This is an optimization exercise on Yosys and OpenROAD, whose aim is small area, not a production implementation.
No activity file was given, so power comes from the tool's default toggle rates.

// NCO
module NCO (clk, rst, step, out);
input clk;
input rst;
input [15:0] step;
output [15:0] out;
reg [7:0] pl;
reg cy;
reg [7:0] sh;
reg [7:0] addr;
reg r1;
wire [8:0] lo_c;
wire [7:0] lo_s;
assign lo_c[0] = 1'b0;
assign lo_s[0] = pl[0] ^ step[0] ^ lo_c[0];
assign lo_c[1] = (pl[0] & step[0]) | (lo_c[0] & (pl[0] ^ step[0]));
assign lo_s[1] = pl[1] ^ step[1] ^ lo_c[1];
assign lo_c[2] = (pl[1] & step[1]) | (lo_c[1] & (pl[1] ^ step[1]));
assign lo_s[2] = pl[2] ^ step[2] ^ lo_c[2];
assign lo_c[3] = (pl[2] & step[2]) | (lo_c[2] & (pl[2] ^ step[2]));
assign lo_s[3] = pl[3] ^ step[3] ^ lo_c[3];
assign lo_c[4] = (pl[3] & step[3]) | (lo_c[3] & (pl[3] ^ step[3]));
assign lo_s[4] = pl[4] ^ step[4] ^ lo_c[4];
assign lo_c[5] = (pl[4] & step[4]) | (lo_c[4] & (pl[4] ^ step[4]));
assign lo_s[5] = pl[5] ^ step[5] ^ lo_c[5];
assign lo_c[6] = (pl[5] & step[5]) | (lo_c[5] & (pl[5] ^ step[5]));
assign lo_s[6] = pl[6] ^ step[6] ^ lo_c[6];
assign lo_c[7] = (pl[6] & step[6]) | (lo_c[6] & (pl[6] ^ step[6]));
assign lo_s[7] = pl[7] ^ step[7] ^ lo_c[7];
assign lo_c[8] = (pl[7] & step[7]) | (lo_c[7] & (pl[7] ^ step[7]));
wire [8:0] hi_c;
wire [7:0] hi_s;
assign hi_c[0] = cy;
assign hi_s[0] = addr[0] ^ sh[0] ^ hi_c[0];
assign hi_c[1] = (addr[0] & sh[0]) | (hi_c[0] & (addr[0] ^ sh[0]));
assign hi_s[1] = addr[1] ^ sh[1] ^ hi_c[1];
assign hi_c[2] = (addr[1] & sh[1]) | (hi_c[1] & (addr[1] ^ sh[1]));
assign hi_s[2] = addr[2] ^ sh[2] ^ hi_c[2];
assign hi_c[3] = (addr[2] & sh[2]) | (hi_c[2] & (addr[2] ^ sh[2]));
assign hi_s[3] = addr[3] ^ sh[3] ^ hi_c[3];
assign hi_c[4] = (addr[3] & sh[3]) | (hi_c[3] & (addr[3] ^ sh[3]));
assign hi_s[4] = addr[4] ^ sh[4] ^ hi_c[4];
  ...
Size in the first run: about 370 cells after synthesis, about 34 I/O pins, roughly 2400 um^2 of cells after synthesis.
==> flow/config.mk <==
export PLATFORM = sky130hd
export DESIGN_NAME = NCO
export DESIGN_NICKNAME = NCO
export VERILOG_FILES = /design/flow/design.v
export SDC_FILE = /design/flow/constraint.sdc
export NUM_CORES = 8
export LEC_CHECK = 0
export CAP_MARGIN = 0
export CORE_MARGIN = 2
export CORE_UTILIZATION = 70
export GPL_TIMING_DRIVEN = 0
export SLEW_MARGIN = 0
==> flow/constraint.sdc <==
create_clock -name core_clock -period 4.0 [get_ports {clk}]
set_input_delay 0.8000 -clock core_clock [delete_from_list [all_inputs] [get_ports {clk}]]
set_output_delay 0.8000 -clock core_clock [all_outputs]
set_load 0.01 [all_outputs]
standard.sh (not shown) runs the stock make flow with config.mk's settings and CLKGATE_MAP_FILE= SYNTH_SCRIPT=/design/flow/synth_recipe.tcl, a recipe that flattens the netlist after the stock synthesis.
==> flow/flow/run.sh <==
#!/bin/bash
# Own layout flow: the standard synthesis, then the combinational logic is
# re-mapped for area (flip-flops kept as synthesized), then the standard
# floorplan-to-finish with 1x port buffers. Each tool's output goes to a log here.
set -euo pipefail
HERE=$(pwd)
R=$HERE/orfs/results/$FLOW_PLATFORM/NCO/base
LIBF=$FLOW_HOME/platforms/$FLOW_PLATFORM/lib/sky130_fd_sc_hd__tt_025C_1v80.lib
export BUFFER_PORTS_ARGS="-buffer_cell sky130_fd_sc_hd__buf_1"
export CTS_ARGS="-sink_clustering_enable -repair_clock_nets -dont_use_dummy_load"

bash standard.sh synth > log_1_standard_synth.txt 2>&1
cp $R/1_2_yosys.v $HERE/synth_standard.v
LIB=$LIBF IN=$HERE/synth_standard.v OUT=$HERE/synth_reopt.v TOP=$FLOW_TOP \
  ABCSCRIPT=$HERE/flow/opt.abc yosys -c $HERE/flow/reopt.tcl > log_2_reopt.txt 2>&1
cp $HERE/synth_reopt.v $R/1_2_yosys.v
touch $R/1_2_yosys.v
bash standard.sh finish > log_3_standard_finish.txt 2>&1
==> flow/flow/opt.abc <==
strash
dc2
&get -n
&deepsyn -T 60
&put
dch
amap
==> flow/flow/reopt.tcl <==
# Re-map the combinational logic of a mapped netlist; flip-flop instances are kept as they are.
yosys -import
set lib $::env(LIB)
read_liberty -ignore_miss_func $lib
read_verilog $::env(IN)
hierarchy -top $::env(TOP)
# keep sequential cells as black boxes
foreach m [list sky130_fd_sc_hd__dfxtp_1 sky130_fd_sc_hd__dfxtp_2 sky130_fd_sc_hd__dfxtp_4 sky130_fd_sc_hd__conb_1] { catch { blackbox $m } }
flatten
opt_clean -purge
stat
# cells ABC may not use: the platform's don't-use cells and clock/delay cells
set dont_use {}
set fh [open $lib r]
foreach line [split [read $fh] "\n"] {
  if {[regexp {^\s*cell\s*\(\s*"?(sky130_fd_sc_hd__[A-Za-z0-9_]+)"?\s*\)} $line -> c]} {
    if {[regexp {lpflow|probe|clk|dly|buf_|bufinv|bufbuf|conb|decap|fill|tap|diode|ebuf|einv|mux4} $c]} { lappend dont_use -dont_use $c }
  }
}
close $fh
abc -script $::env(ABCSCRIPT) -liberty $lib {*}$dont_use
opt_clean -purge
hilomap -singleton -hicell sky130_fd_sc_hd__conb_1 HI -locell sky130_fd_sc_hd__conb_1 LO
insbuf -buf sky130_fd_sc_hd__buf_4 A X
splitnets
opt_clean -purge
tee -o $::env(OUT).stat stat -liberty $lib
write_verilog -noattr -nohex -nodec $::env(OUT)
The starting point went through all stages and came out clean.
Change:
--- a/flow/flow/run.sh
+++ b/flow/flow/run.sh
@@ -9,3 +9,2 @@
 export BUFFER_PORTS_ARGS="-buffer_cell sky130_fd_sc_hd__buf_1"
-export CTS_ARGS="-sink_clustering_enable -repair_clock_nets -dont_use_dummy_load"
 
Settings changed: CORE_UTILIZATION 70 to 40.
- critical path depth is unchanged
- setup slack gains 0.10 ns
- via count decreases by a little under a tenth
- final area increases by a few percent
- non-clock buffer count increases by 1
- count of clock-buffer cells in the layout does not change
- wire length decreases slightly
- power increases by roughly a tenth
- core utilization decreases by 34 points
Function was not checked in any run of this note: the RTL went through the layout flow alone.

==> port drivers added, routing unchanged <==
In the flow no input, the clock included, has a driving cell. The finished layouts below were timed again as built, in two steps. Step 1 sets driving cells, clkbuf_16 on the clock port and buf_2 on the other inputs (assumed; they add their load-dependent delay and slew). Step 2 moves the port delays by t, midway between the first and last clock arrival at a register: inputs arrive t later, outputs are due t later. That takes back most of the time a late clock gives input paths. Three values: ideal ports, drivers, drivers and shift; two values: the first two.
| run | t (ns) | slack for setup (ns) | slew at the worst register clock pin (ns) |
|---|---|---|---|
| the first run | 0.369 | 0.226 / 0.226 / 0.226 | 0.12 / 0.12 |
| the second run | 0.326 | 0.330 / 0.330 / 0.330 | 0.09 / 0.09 |
After both steps every run listed still meets setup and hold.
